From an optimization exercise on the open Yosys and OpenROAD flow, aimed at a short achievable clock period and few clock cycles; shortcuts taken in it are not production practice.
RTL that was checked went through simulation tests only; none was proved equivalent to the original.
Only the layout flow was run in run 2; the RTL was not checked for function there.
Power and IR drop assume default switching activity.

`flow/config.mk`:
```
export PLATFORM = sky130hd
export DESIGN_NAME = MIPS
export DESIGN_NICKNAME = MIPS
export VERILOG_FILES = /design/flow/design.v
export SDC_FILE = /design/flow/constraint.sdc
export NUM_CORES = 4
export LEC_CHECK = 0
export ABC_CLOCK_PERIOD_IN_PS = 3000
export CAP_MARGIN = 20
export CORE_MARGIN = 2
export CORE_UTILIZATION = 50
export SLEW_MARGIN = 20
export SYNTH_HIERARCHICAL = 1
export SYNTH_MINIMUM_KEEP_SIZE = 0
export TNS_END_PERCENT = 100
```
`flow/constraint.sdc`:
```
create_clock -name core_clock -period 11.5 [get_ports {clk}]
set_input_delay 2.3000 -clock core_clock [delete_from_list [all_inputs] [get_ports {clk}]]
set_output_delay 2.3000 -clock core_clock [all_outputs]
set_load 0.01 [all_outputs]
```
`flow/design.v`:
```
module ks_add #(parameter W = 32)
	(input  [W-1:0] a, b,
	 input          cin,
	 output [W-1:0] s,
	 output [W-1:0] c,	 
	 output         cout);
	localparam L = (W >= 64) ? 7 : (W >= 32) ? 6 : (W >= 16) ? 5 : (W >= 8) ? 4 : (W >= 4) ? 3 : 2;	 
	wire [W-1:0] p = a ^ b;
	wire [W:0]   g0 = {a & b, 1'b0} | {{W{1'b0}}, cin};	 
	wire [W:0]   p0 = {p, 1'b0};
	wire [W:0] G [0:L];
	wire [W:0] P [0:L];
	assign G[0] = g0;
	assign P[0] = p0;
	genvar k, i;
	generate
		for (k = 0; k < L; k = k + 1) begin : lv
			for (i = 0; i <= W; i = i + 1) begin : bt
				if (i >= (1 << k)) begin : op
					assign G[k+1][i] = G[k][i] | (P[k][i] & G[k][i - (1 << k)]);
					assign P[k+1][i] = P[k][i] & P[k][i - (1 << k)];
				end else begin : pass
					assign G[k+1][i] = G[k][i];
					assign P[k+1][i] = P[k][i];
				end
			end
		end
	endgenerate
	assign c    = G[L][W-1:0];
	assign s    = p ^ c;
	assign cout = G[L][W];
endmodule
module booth_enc (input  [15:0] B,
		  output [7:0]  neg, one, two);
	wire [16:0] bb = {B, 1'b0};
	genvar i;
	generate
		for (i = 0; i < 8; i = i + 1) begin : g
			wire [2:0] d = bb[2*i +: 3];
			assign neg[i] = d[2];
			assign one[i] = d[1] ^ d[0];
			assign two[i] = (d == 3'b011) | (d == 3'b100);
		end
	endgenerate
endmodule
module mult_harris (input  [15:0] A,
		    input  [7:0]  neg, one, two,
		    output [31:0] S,
		    output [31:0] C);
	wire [31:0] asx = {{16{A[15]}}, A};
	reg  [31:0] pp [0:8];
	reg  [31:0] sel;
	integer i;
	always @(*) begin
		pp[8] = 32'b0;
		for (i = 0; i < 8; i = i + 1) begin
			sel = ({32{one[i]}} & asx) | ({32{two[i]}} & (asx << 1));
			if (neg[i]) sel = ~sel;
			pp[i] = sel << (2*i);
			pp[8][2*i] = neg[i];
		end
	end
	function [63:0] csa;
		input [31:0] x, y, z;
		reg [31:0] s, c;
		begin
			s = x ^ y ^ z;
			c = (x & y) | (x & z) | (y & z);
			csa = {s, c << 1};
		end
	endfunction
	wire [63:0] l1a = csa(pp[0], pp[1], pp[2]);
	wire [63:0] l1b = csa(pp[3], pp[4], pp[5]);
	wire [63:0] l1c = csa(pp[6], pp[7], pp[8]);
	wire [63:0] l2a = csa(l1a[63:32], l1a[31:0], l1b[63:32]);
	wire [63:0] l2b = csa(l1b[31:0], l1c[63:32], l1c[31:0]);
	wire [63:0] l3a = csa(l2a[63:32], l2a[31:0], l2b[63:32]);
	wire [63:0] l4a = csa(l3a[63:32], l3a[31:0], l2b[31:0]);
	assign S = l4a[63:32];
	assign C = l4a[31:0];
endmodule
module next_pc	(input	[5:0]	op,		 
		 input	[25:0]	target,		 
		 input	[5:0]	pcp1_hi,	 
		 input		hold,		 
		 input	[31:0]	pc_rest,
		 input		mispredict,	 
		 input	[31:0]	alt,		 
		 input		reset_n,
		 output		take_j,
		 output	[31:0]	pc_next, ia_next);
	assign take_j = (op == 6'h02) & ~hold;
	wire [31:0] jtgt = {pcp1_hi, target};
	wire [31:0] pc_f_next = take_j ? jtgt : pc_rest;
	assign pc_next = mispredict ? alt : pc_f_next;
	assign ia_next = ~reset_n ? 32'b0 : pc_next;
endmodule
module MIPS	(input		clk, reset_n,
		 output	[31:0]	imem_addr,
		 input	[31:0]	imem_data,
		 output	[31:0]	dmem_addr, dmem_wdata,
		 output		dmem_we,
		 input	[31:0]	dmem_rdata);
	reg  [31:0]	pc_f;
	reg  [31:0]	ia_f;		 
	reg		v_d;
	reg  [31:0]	ir_d, pc_d, pcp1_d;
	reg		bt_d;		 
	reg  [31:0]	bw_d;		 
	reg  [1:0]	bi_d;		 
	reg  [31:0]	bt_tag [0:3];
	reg  [31:0]	bt_tgt [0:3];
	reg  [31:0]	bt_word [0:3];
	reg  [3:0]	bt_v;
	reg  [1:0]	bt_rr;		 
	reg		wq_v, kq_v;	 
	reg  [31:0]	wq_pc, wq_tgt, wq_word;
	reg  [1:0]	kq_idx;
	reg  [31:0]	a_e, b_e, sd_e, alt_e;
	reg		fs_e;
	reg  [7:0]	bneg_e, bone_e, btwo_e;	 
	reg		wen_e, ld_e, st_e, mul_e, beq_e, bne_e, pred_e;
	reg		addi_e;		 
	reg  [31:0]	nimm_e;		 
	reg  [4:0]	wdst_e;
	reg  [1:0]	sel_e;		 
	reg		sub_e;
	reg  [1:0]	lop_e;		 
	reg  [31:0]	res_m, sd_m, ms_m, mc_m;
	reg		wen_m, ld_m, st_m, mul_m;
	reg  [4:0]	wdst_m;
	reg  [31:0]	rf [1:31];
	wire [31:0]	mprod;
	wire		mprod_co;
	ks_add #(32) madd (.a(ms_m), .b(mc_m), .cin(1'b0), .s(mprod), .cout(mprod_co));
	wire [31:0]	wres  = ld_m ? dmem_rdata : (mul_m ? mprod : res_m);
	assign imem_addr  = ia_f;
	assign dmem_addr  = res_m;
	assign dmem_wdata = sd_m;
	assign dmem_we    = st_m;
	always @(posedge clk)
		if (wen_m)
			rf[wdst_m] <= wres;
	wire [5:0]	op    = ir_d[31:26];
	wire [5:0]	funct = ir_d[5:0];
	wire [4:0]	rs    = ir_d[25:21];
	wire [4:0]	rt    = ir_d[20:16];
	wire [4:0]	rd    = ir_d[15:11];
	wire [15:0]	imm   = ir_d[15:0];
	wire		is_r    = (op == 6'h00);
	wire		is_mul  = (op == 6'h3F);
	wire		is_addi = (op == 6'h08);
	wire		is_slti = (op == 6'h0A);
	wire		is_andi = (op == 6'h0C);
	wire		is_ori  = (op == 6'h0D);
	wire		is_xori = (op == 6'h0E);
	wire		is_lw   = (op == 6'h23);
	wire		is_sw   = (op == 6'h2B);
	wire		is_beq  = (op == 6'h04);
	wire		is_bne  = (op == 6'h05);
	wire		is_j    = (op == 6'h02);
	wire		sext    = is_addi | is_slti | is_lw | is_sw;
	wire		use_imm = sext | is_andi | is_ori | is_xori;
	wire		use_rs  = is_r | is_mul | use_imm | is_beq | is_bne;
	wire		use_rtb = is_r | is_mul | is_beq | is_bne;
	wire		wr      = is_r | is_mul | is_addi | is_slti | is_andi | is_ori | is_xori | is_lw;
	wire [4:0]	wdst    = (is_r | is_mul) ? rd : rt;
	wire		wen_d   = v_d & wr & (wdst != 5'd0);
	reg  [1:0]	sel_d, lop_d;
	reg		sub_d;
	always @(*) begin
		sel_d = 2'd0; sub_d = 1'b0; lop_d = 2'd0;
		if (is_r)
			case (funct)
				6'h22: sub_d = 1'b1;
				6'h24: begin sel_d = 2'd2; lop_d = 2'd0; end
				6'h25: begin sel_d = 2'd2; lop_d = 2'd1; end
				6'h27: begin sel_d = 2'd2; lop_d = 2'd2; end
				6'h26: begin sel_d = 2'd2; lop_d = 2'd3; end
				6'h2A: begin sel_d = 2'd1; sub_d = 1'b1; end
				default: ;
			endcase
		else if (is_slti) begin sel_d = 2'd1; sub_d = 1'b1; end
		else if (is_andi) begin sel_d = 2'd2; lop_d = 2'd0; end
		else if (is_ori)  begin sel_d = 2'd2; lop_d = 2'd1; end
		else if (is_xori) begin sel_d = 2'd2; lop_d = 2'd3; end
	end
	wire		fm_s = wen_m & (wdst_m == rs);
	wire		fm_t = wen_m & (wdst_m == rt);
	wire [31:0]	rs_val = (rs == 5'd0) ? 32'b0 : (fm_s ? wres : rf[rs]);
	wire [31:0]	rt_val = (rt == 5'd0) ? 32'b0 : (fm_t ? wres : rf[rt]);
	wire [31:0]	immx   = {(sext & imm[15]) ? 16'hFFFF : 16'h0000, imm};
	wire		fe_s = wen_e & (wdst_e == rs);
	wire		fe_t = wen_e & (wdst_e == rt);
	wire [7:0]	bneg_d, bone_d, btwo_d;
	booth_enc benc (.B(rt_val[15:0]), .neg(bneg_d), .one(bone_d), .two(btwo_d));
	wire		stall = v_d & (((ld_e | mul_e) & ((use_rs & fe_s) | (use_rtb & fe_t))) | (is_mul & fe_t));
	wire [31:0]	pcp1_f;
	wire		pcp1_co;
	ks_add #(32) inc (.a(pc_f), .b(32'b0), .cin(1'b1), .s(pcp1_f), .cout(pcp1_co));
	wire		j_f    = (imem_data[31:26] == 6'h02);
	reg  [3:0]	hitv;
	reg  [31:0]	hit_tgt, hit_word;
	reg  [1:0]	hit_idx;
	integer		bi;
	always @(*) begin
		hit_tgt = 32'b0; hit_word = 32'b0; hit_idx = 2'd0;
		for (bi = 0; bi < 4; bi = bi + 1) begin
			hitv[bi] = bt_v[bi] & (bt_tag[bi] == pc_f);
			hit_tgt  = hit_tgt  | ({32{hitv[bi]}} & bt_tgt[bi]);
			hit_word = hit_word | ({32{hitv[bi]}} & bt_word[bi]);
			hit_idx  = hit_idx  | ({2{hitv[bi]}} & bi[1:0]);
		end
	end
	wire		bhit = |hitv;
	wire		same   = (rs == rt);
	wire		pred_s = (is_beq & (same | imm[15])) | (is_bne & ~same);
	wire [31:0]	btgt_d;
	wire		btgt_co;
	ks_add #(32) dadd (.a(pcp1_d), .b({{16{imm[15]}}, imm}), .cin(1'b0), .s(btgt_d), .cout(btgt_co));
	wire		word_ok = (bw_d == ir_d);
	wire		fuse   = (is_beq | is_bne) & addi_e &
				 (((rt == 5'd0) & fe_s) | ((rs == 5'd0) & fe_t));
	wire		zero_e = (a_e == nimm_e);
	wire		pred_d = fuse ? (is_beq ? zero_e : ~zero_e) : pred_s;
	wire		f_took = bt_d & word_ok;
	wire		redirect_d = v_d & ~stall & ~is_j & ((bt_d & ~word_ok) | (f_took ^ pred_d));
	wire [31:0]	rtgt_d = pred_d ? btgt_d : pcp1_d;
	wire [31:0]	alt_d  = pred_d ? pcp1_d : btgt_d;
	wire		bt_ins = v_d & ~stall & ~is_j & pred_s & ~(bt_d & word_ok);
	wire		bt_kill = v_d & ~stall & bt_d & ~word_ok;
	wire [31:0]	A = a_e;
	wire [31:0]	B = b_e;
	wire [31:0]	Bx = sub_e ? ~B : B;
	wire [32:0]	sum;
	wire [31:0]	carry;
	ks_add #(32) aadd (.a(A), .b(Bx), .cin(sub_e), .s(sum[31:0]), .c(carry), .cout(sum[32]));
	wire		p31 = A[31] ^ Bx[31];
	wire		g31 = A[31] & Bx[31];
	wire		slt = carry[31] ? (p31 ^ (g31 | p31)) : (p31 ^ ~g31);
	reg  [31:0]	logic_r;
	always @(*)
		case (lop_e)
			2'd0: logic_r = A & B;
			2'd1: logic_r = A | B;
			2'd2: logic_r = ~(A | B);
			default: logic_r = A ^ B;
		endcase
	wire [31:0]	res_e = (sel_e == 2'd2) ? logic_r :
				(sel_e == 2'd1) ? {31'b0, slt} : sum[31:0];
	wire		eq    = (A == B);
	wire		taken = (beq_e & eq) | (bne_e & ~eq);
	wire		mispredict = (beq_e | bne_e) & (taken ^ pred_e);
	wire [31:0]	ms_e, mc_e;
	mult_harris mult (.A(A[15:0]), .neg(bneg_e), .one(bone_e), .two(btwo_e), .S(ms_e), .C(mc_e));
	wire [31:0]	pc_rest = redirect_d ? rtgt_d : (stall ? pc_f : (bhit ? hit_tgt : pcp1_f));
	wire		take_j;
	wire [31:0]	pc_next, ia_next;
	next_pc npc (.op(imem_data[31:26]), .target(imem_data[25:0]), .pcp1_hi(pcp1_f[31:26]),
		     .hold(redirect_d | stall), .pc_rest(pc_rest), .mispredict(mispredict), .alt(alt_e), .reset_n(reset_n),
		     .take_j(take_j), .pc_next(pc_next), .ia_next(ia_next));
	always @(posedge clk)
		ia_f <= ia_next;
	always @(posedge clk, negedge reset_n)
		if (!reset_n) begin
			bt_v  <= 4'b0;
			bt_rr <= 2'd0;
			wq_v  <= 1'b0;
			kq_v  <= 1'b0;
		end else begin
			wq_v <= bt_ins;
			kq_v <= bt_kill;
			if (kq_v)
				bt_v[kq_idx] <= 1'b0;
			if (wq_v) begin
				bt_v[bt_rr] <= 1'b1;
				bt_rr <= bt_rr + 2'd1;
			end
		end
	always @(posedge clk) begin
		wq_pc   <= pc_d;
		wq_tgt  <= btgt_d;
		wq_word <= ir_d;
		kq_idx  <= bi_d;
		if (wq_v) begin
			bt_tag[bt_rr]  <= wq_pc;
			bt_tgt[bt_rr]  <= wq_tgt;
			bt_word[bt_rr] <= wq_word;
		end
	end
	always @(posedge clk, negedge reset_n)
		if (!reset_n) begin
			pc_f   <= 32'b0;
			v_d    <= 1'b0;
			wen_e  <= 1'b0; ld_e <= 1'b0; st_e <= 1'b0; mul_e <= 1'b0; addi_e <= 1'b0;
			beq_e  <= 1'b0; bne_e <= 1'b0;
			wen_m  <= 1'b0; ld_m <= 1'b0; st_m <= 1'b0; mul_m <= 1'b0;
		end else begin
			pc_f <= pc_next;
			if (mispredict | redirect_d)
				v_d <= 1'b0;
			else if (!stall)
				v_d <= 1'b1;
			if (mispredict | stall | ~v_d) begin
				wen_e <= 1'b0; ld_e <= 1'b0; st_e <= 1'b0; mul_e <= 1'b0; addi_e <= 1'b0;
				beq_e <= 1'b0; bne_e <= 1'b0;
			end else begin
				wen_e <= wen_d; ld_e <= is_lw; st_e <= is_sw; mul_e <= is_mul; addi_e <= is_addi & wen_d;
				beq_e <= is_beq; bne_e <= is_bne;
			end
			wen_m <= wen_e; ld_m <= ld_e; st_m <= st_e; mul_m <= mul_e;
		end
	always @(posedge clk) begin
		if (!stall) begin
			ir_d   <= imem_data;
			pc_d   <= pc_f;
			pcp1_d <= pcp1_f;
			bt_d   <= bhit & ~j_f;
			bw_d   <= hit_word;
			bi_d   <= hit_idx;
		end
		a_e    <= fe_s ? res_e : rs_val;
		b_e    <= (fe_t & ~use_imm) ? res_e : (use_imm ? immx : rt_val);
		sd_e   <= rt_val;
		fs_e   <= fe_t;
		bneg_e <= bneg_d;
		bone_e <= bone_d;
		btwo_e <= btwo_d;
		wdst_e <= wdst;
		sel_e  <= sel_d;
		sub_e  <= sub_d;
		lop_e  <= lop_d;
		pred_e <= pred_d;
		nimm_e <= ~immx + 32'd1;
		alt_e  <= alt_d;
		res_m  <= res_e;
		sd_m   <= fs_e ? wres : sd_e;
		ms_m   <= ms_e;
		mc_m   <= mc_e;
		wdst_m <= wdst_e;
	end
endmodule
```
`flow/flow/run.sh`:
```
#!/bin/bash
# Layout of the design: the standard flow (standard.sh) with different
# effort settings; the constraints (clock period, I/O delays, loads) are
# the standard flow's, unchanged.
#  - ports are buffered with buf_4 instead of the weakest buffer.
set -euo pipefail
bash standard.sh \
  SETUP_SLACK_MARGIN=8.3 \
  SETUP_MOVE_SEQUENCE=unbuffer,sizeup,swap,split \
  "BUFFER_PORTS_ARGS=-buffer_cell sky130_fd_sc_hd__buf_4" \
  finish > standard_flow.log 2>&1
```
`flow/standard.sh`:
```
#!/bin/bash
# synth_recipe.tcl (not shown) runs the flow's synth.tcl, then flattens the netlist and writes it again
# the make line also repeats each setting of config.mk as NAME=value (left out here)
make -C /OpenROAD-flow-scripts/flow DESIGN_CONFIG=/design/flow/config.mk WORK_HOME=/design/flow/orfs CLKGATE_MAP_FILE= SYNTH_SCRIPT=/design/flow/synth_recipe.tcl "${@:-finish}"
```
==> flow_summary.yaml, run 1 <==
outcome:
  status: "no timing/DRC/antenna violations"
floorplan:
  rows: 163
  die_area_sq_mm: 0.202
  die_y_microns: 450
  pin_count: 163
  initial_core_util_pct: 50.3
  core-area_sq_mm: 0.197
  die_x_microns: 450
worst_setup_path:
  crit_type: "reg2reg"
  crit_start: "a_e[27]"
  crit_chain: "xor2_1 > nor4_2 > nand4_1 > or4_4 > nand3_4 > and3b_2 > o31ai_4 > or4_4 > nor2_4 > buf_12 > buf_16 > a21oi_1"
  crit_path_max_incr_delay_ps: 600
  cp-start-kind: "flop"
  cp.arrival_ps: 4690
  slowest_stage: "or4_4"
  required_ps: 12250
  path_common_cell: "or4_4"
  crit_buf_inv: 2
  rr_startpoint: "a_e[27]"
  reg2regPathDepth: 12
  path_depth: 12
  crit_family: "simple AND/OR/NAND/NOR gates"
  cp_max_fo: 18
  crit_path_end_kind: "flop"
timing:
  skew_ps: 40.4
  relSlewSlack_pct: 18.5
  worstMarginPinSlew_ps: 1220
  holdWs_ps: 338
  rsz0062_at_grt: "true"
  finalCriticalPeriod_ps: 3930
  setup_slack_ps: 7570
  tns_ps: 0
  fmax_mhz: 254
  hold_violations: 0
  period_share_pct: 34.2
  setup_viol: 0
  slew_viol_final: 0
min_path:
  hold_path_depth: 0
  hold_path_startpoint: "pc_d[12]"
  min-delay-path-class: "reg2reg"
clocking:
  clkSinkCount: 2027
  cts_buffer_depth: 3
  cts_tree: "built"
  htreeDepth: 4
  ctsHoldBuffers: 0
  worst_skew_pair.late_latency_ps: 890
  clk_pin_slew_ps: 60
  clockRootBuffer: "clkbuf_16"
  numCtsBuffers: 211
layout:
  final_util_pct: 61.0
  syn2layout_area_growth_pct: 21.3
  regArea_sq_mm: 0.0563
  nets: 7575
  multi_input_area_sq_mm: 0.0448
  fin_cells: 9990
  drive_gt1_share_pct: 32.7
  n_fill_cell: 14656
pwr:
  pwr-share-clk_pct: 23.4
  p_per_area_mw_per_mm2: 252
  power.leakage_nw: 43.1
  sequentialPowerShare_pct: 34.3
  p_sw_mw: 11.5
  p_int_mw: 18.9
  comb_power_share_pct: 42.3
  peakVddDrop_uv: 262
  swShare_pct: 37.8
placed_design:
  portBuffers: 162
  dpl.cell_count: 9352
  routabilityCongestion: 0.911
  dp_slack_ps: 6120
  dp_hpwl_mm: 193
grt:
  grt_pass1_vias: 63910
  grt_max_degree: 68
  grt_usage_pct: 34.9
  grt_pass1_wl_mm: 495
  antenna_found_initial: 30
  grt.overflow.total: 0
detailed_routing:
  vias: 65490
  dr.pass1.iters: 6
  viasPerCell: 6.56
  drt-total-wl_mm: 368
  postRouteAntennaNets: 0
  drt_iter0_markers: 8692
  wire_per_inst_microns: 36.9
  drc_errors: 0
logic_synthesis:
  netlist_instances: 6840
  yosys_warnings: 10
  avgSynthCellArea_sq_um: 14.5
  netlist_area_sq_mm: 0.0994
flow_run:
  drv_cap: 0
[layer usage]
| metal | global-route usage, % | part of all wire, % | vias to the layer above | wire (microns) |
|---|---|---|---|---|
| met2 | 54.3 | 45 | 3773 | 168000 |
| li1 | - | - | 26861 | - |
| met5 | 0 | 0.047 | - | 172 |
| met3 | 7.76 | 11 | 870 | 38800 |
| met1 | 44.8 | 36 | 33976 | 134000 |
| met4 | 21.2 | 7.7 | 10 | 28300 |
[final timing paths]
check	to	slack [ps]
max in group asynchronous	ld_m	9050
worst min-delay path	wq_pc[12]	340
min in group asynchronous	pc_f[6]	1570
worst min register to register	wq_pc[12]	340
worst max register to register	pc_f[7]	7570
worst max-delay path	pc_f[7]	7570
[per-stage QoR]
stage	instance area, sq um	power (mW)
finish	121000	30.4
global route	120000	31.7
CTS	118000	29.2
detailed placement	104000	19.5
global placement	104000	19.4
floorplan	100000	16.3
[flip-flops by register name (all words and copies together) (netlist names), 128 cells and up, named ones only]
register	count
bt_word	128
bt_tgt	128
bt_tag	128
rf	992
[cell usage in the layout (no fill, tap or decap), types with 35 or more instances in the layout]
master	n
nand3_1	43
o21ai_2	36
edfxtp_1	1507
nor4_1	36
dfxtp_4	56
mux4_2	547
buf_4	162
ha_4	44
a21oi_1	170
a211oi_2	38
xor2_1	288
o21a_1	36
clkbuf_1	50
a21oi_2	51
clkbuf_16	217
a211oi_1	143
xnor2_1	190
nor2_4	35
fa_1	92
inv_1	278
conb_1	43
o21ai_4	39
nor2_1	206
buf_6	134
o21ai_0	74
buf_12	134
mux2i_1	264
dfxtp_2	82
buf_16	60
a22oi_1	216
a21o_1	66
mux2_2	82
ha_1	200
o21ai_1	47
dfxtp_1	330
buf_8	37
a31oi_1	41
nand2_1	260
and3_1	40
clkinv_2	41
[power by group through the flow]
stage / Clock (mW) / Combinational (mW) / Sequential [mW]
after floorplan: 0 / 6.29 / 9.99
after global placement: 0 / 8.96 / 10.4
after detailed placement: 0 / 9.11 / 10.4
after CTS: 7.16 / 11.7 / 10.4
after global routing: 7.45 / 13.8 / 10.5
final: 7.11 / 12.9 / 10.4
[cell type report]
type	count	area share, %
diodes	28	0.0581
repair buffers	535	6.44
flip-flops and latches	2027	46.7
clock inverters	125	1.22
inverters	304	0.965
multi-input cells	4055	37.2
clock buffers	276	4.74
well taps	2640	2.74
[what timing repair did]
action | 4_1_cts | 5_1_grt
endpoints found under the hold margin | 0 | 0
pin swaps | 168 | 191
setup endpoints to repair | 1238 | 846
resized for setup | 979 | 414
setup buffers | 167 | 42
Testbench counts, summed over its fixed seeds: cycles 28,914.
==> inputs of run 2 (changes only) <==
--- a/flow/design.v
+++ b/flow/design.v
@@ -232,5 +232,5 @@
 	wire [31:0]	A = a_e;
 	wire [31:0]	B = b_e;
-	wire [31:0]	Bx = sub_e ? ~B : B;
+	wire [31:0]	Bx = B;		 
 	wire [32:0]	sum;
 	wire [31:0]	carry;
@@ -321,5 +321,5 @@
 		end
 		a_e    <= fe_s ? res_e : rs_val;
-		b_e    <= (fe_t & ~use_imm) ? res_e : (use_imm ? immx : rt_val);
+		b_e    <= {32{sub_d}} ^ ((fe_t & ~use_imm) ? res_e : (use_imm ? immx : rt_val));
 		sd_e   <= rt_val;
 		fs_e   <= fe_t;
--- a/flow/flow/run.sh
+++ b/flow/flow/run.sh
@@ -6,6 +6,6 @@
 set -euo pipefail
 bash standard.sh \
-  SETUP_SLACK_MARGIN=8.3 \
-  SETUP_MOVE_SEQUENCE=unbuffer,sizeup,swap,split \
+  SETUP_SLACK_MARGIN=8.6 \
+  SETUP_MOVE_SEQUENCE=unbuffer,sizeup,swap,buffer,split \
   "BUFFER_PORTS_ARGS=-buffer_cell sky130_fd_sc_hd__buf_4" \
   finish > standard_flow.log 2>&1
==> run 2 against run 1 <==
Now fails the layout checks on capacitance limit, slew limit. Synthesized cell count about the same. Flip-flop and latch count unchanged. Via count increased by 10%. Final cell count increased by 7.6%. Sequential share of layout area decreased by 4.2 points. Hold slack got worse by 0.53 ps. Core utilization increased by 6.2 points. Setup slack got worse by 600 ps. Largest power group unchanged. Highest routed layer unchanged.
==> flow_summary.yaml, run 2 <==
placed_design:
  routabilityCongestion: 0.923
  dp_hpwl_mm: 188
  dpl.cell_count: 9315
  portBuffers: 162
timing:
  fmax_mhz: 220
  rsz0062_at_grt: "true"
  skew_ps: 68.8
  setup_viol: 0
  finalCriticalPeriod_ps: 4540
  relSlewSlack_pct: -6.12
  slew_viol_final: 2
  tns_ps: 0
  period_share_pct: 39.5
  worstMarginPinSlew_ps: 1590
  hold_violations: 0
detailed_routing:
  topRoutingLayerUsed: "met5"
  viasPerCell: 6.73
  wire_per_inst_microns: 38.1
  dr.pass1.iters: 13
  drc_errors: 0
  wl_met2_mm: 179
  drt-total-wl_mm: 410
  postRouteAntennaNets: 0
  drt_iter0_markers: 10147
  vias: 72328
  dr_wl_met3_mm: 53.1
  wl_met1_mm: 142
layout:
  drive_gt1_share_pct: 44.5
  fin_cells: 10745
  layout_commonest_cell: "edfxtp_1"
  n_fill_cell: 13130
  syn2layout_area_growth_pct: 33.5
  largest_reg_flops: 992
  max_flop_register: "rf"
  mostFrequentLayoutCells: "edfxtp_1 (1507), mux4_2 (540), buf_4 (506)"
  nets: 8346
min_path:
  min-delay-path-class: "reg2reg"
  hold_path_depth: 0
clocking:
  htreeDepth: 4
  cts_tree: "built"
  clk_pin_slew_ps: 80
  ctsHoldBuffers: 0
  numCtsBuffers: 212
  clockRootBuffer: "clkbuf_16"
  clkSinkCount: 2027
  worst_skew_pair.late_latency_ps: 900
  cts_buffer_depth: 3
logic_synthesis:
  yosys_warnings: 10
  netlist_instances: 6836
  netlist_area_sq_mm: 0.0994
  avgSynthCellArea_sq_um: 14.5
floorplan:
  pin_count: 163
  die_area_sq_mm: 0.202
  initial_core_util_pct: 50.4
  core-area_sq_mm: 0.197
  die_x_microns: 450
  rows: 163
  die_y_microns: 450
outcome:
  status: "complete, but fails checks"
  violatedChecks: "capacitance limit, slew limit"
worst_setup_path:
  required_ps: 12240
  crit_type: "reg2reg"
  reg2regPathDepth: 15
  cp.arrival_ps: 5280
  crit_path_end_kind: "flop"
  cp_max_fo: 6
  cp-start-kind: "flop"
grt:
  grt_pass1_wl_mm: 526
  grt_pass1_vias: 69006
  grt.overflow.total: 0
  antenna_found_initial: 25
  grt_usage_pct: 37.0
  grt_max_degree: 94
flow_run:
  drv_cap: 1
pwr:
  p_per_area_mw_per_mm2: 258
  p_total_mw: 34.2
  peakVddDrop_uv: 227
  power.leakage_nw: 48.5
[run 2: power breakdown]
group          internal [mW]  switching [mW]  total, mW
combinational           7.61            9.17       16.8
sequential              9.54           0.911       10.5
clock                   3.96            3.05       7.01
[run 2: cell type report]
class	count	area [sq um]	share of cell area [%]
well taps	2640	3300	2.49
flip-flops and latches	2027	56400	42.5
repair buffers	1316	17300	13.1
multi-input cells	4066	47600	35.8
inverters	284	1090	0.822
diodes	10	25.0	0.0188
clock inverters	124	1170	0.882
clock buffers	278	5870	4.42
[run 2: path summary, 6_finish.rpt]
| path | start | to | slack (ps) |
|---|---|---|---|
| setup / recovery | a_e[17] | b_e[30] | 6960 |
| hold / removal | pc_d[26] | wq_pc[26] | 340 |
| setup reg to reg | a_e[17] | b_e[30] | 6960 |
| hold reg to reg | pc_d[26] | wq_pc[26] | 340 |
| max in group asynchronous | reset_n | mul_m | 9090 |
| min in group asynchronous | reset_n | pc_f[10] | 1650 |
[run 2: what timing repair did]
action,in CTS,in global routing
pin swaps,354,308
resized for setup,1578,635
setup endpoints to repair,1417,1364
setup buffers,769,248
[run 2: stage by stage]
stage / area (sq um) / hold slack, ps / setup slack, ps / util (%)
after floorplan: 101000 / 323 / 7960 / -
after global placement: 105000 / 323 / 5990 / 53.0
after detailed placement: 105000 / 327 / 5900 / 53.0
after CTS: 127000 / 336 / 7710 / 64.4
after global routing: 133000 / 344 / 6960 / 67.2
final: 133000 / 337 / 6960 / 67.3
[run 2: routing by layer]
layer,GRT usage (%),vias up
met2,57.3,5192
met1,47.2,37107
met3,9.34,1528
met5,0,-
met4,21.7,22
li1,-,28479
[run 2: critical path, cell delays in order (launching register included)]
cell	delay [ps]
dfxtp_4	430
ha_4	240
a21o_1	200
buf_4	140
a221oi_2	300
o21ai_1	170
a211o_1	320
o21bai_1	150
a31oi_1	130
xor2_1	230
inv_1	120
a21oi_1	90
a22o_2	340
o22ai_1	1190
a211oi_2	110
xor2_1	210

## re-timing with driven ports
The flow's constraints put no driver on any port. The routed layouts listed below were extracted and timed again, unchanged, in two steps. Step 1 assumes that a clkbuf_16 drives the clock port and a buf_2 every other input. Step 2 times the ports against the registers' clock, not the clock port: input delays grow and output delays shrink by t, the midpoint of the rising clock arrivals with the driver on. Slacks: ideal / step 1 / step 2; pairs: ideal / step 1.
run | t (ns) | setup WS [ns] | slew at the worst register clock pin (ns)
run 1 | 0.962 | 7.567 / 7.567 / 7.227 | 0.07 / 0.07
run 2 | 0.966 | 6.962 / 6.962 / 6.962 | 0.08 / 0.08
For run 1, which loses most, drivers alone change the setup slack by 0.000 ns; drivers and shift together by -0.340 ns.
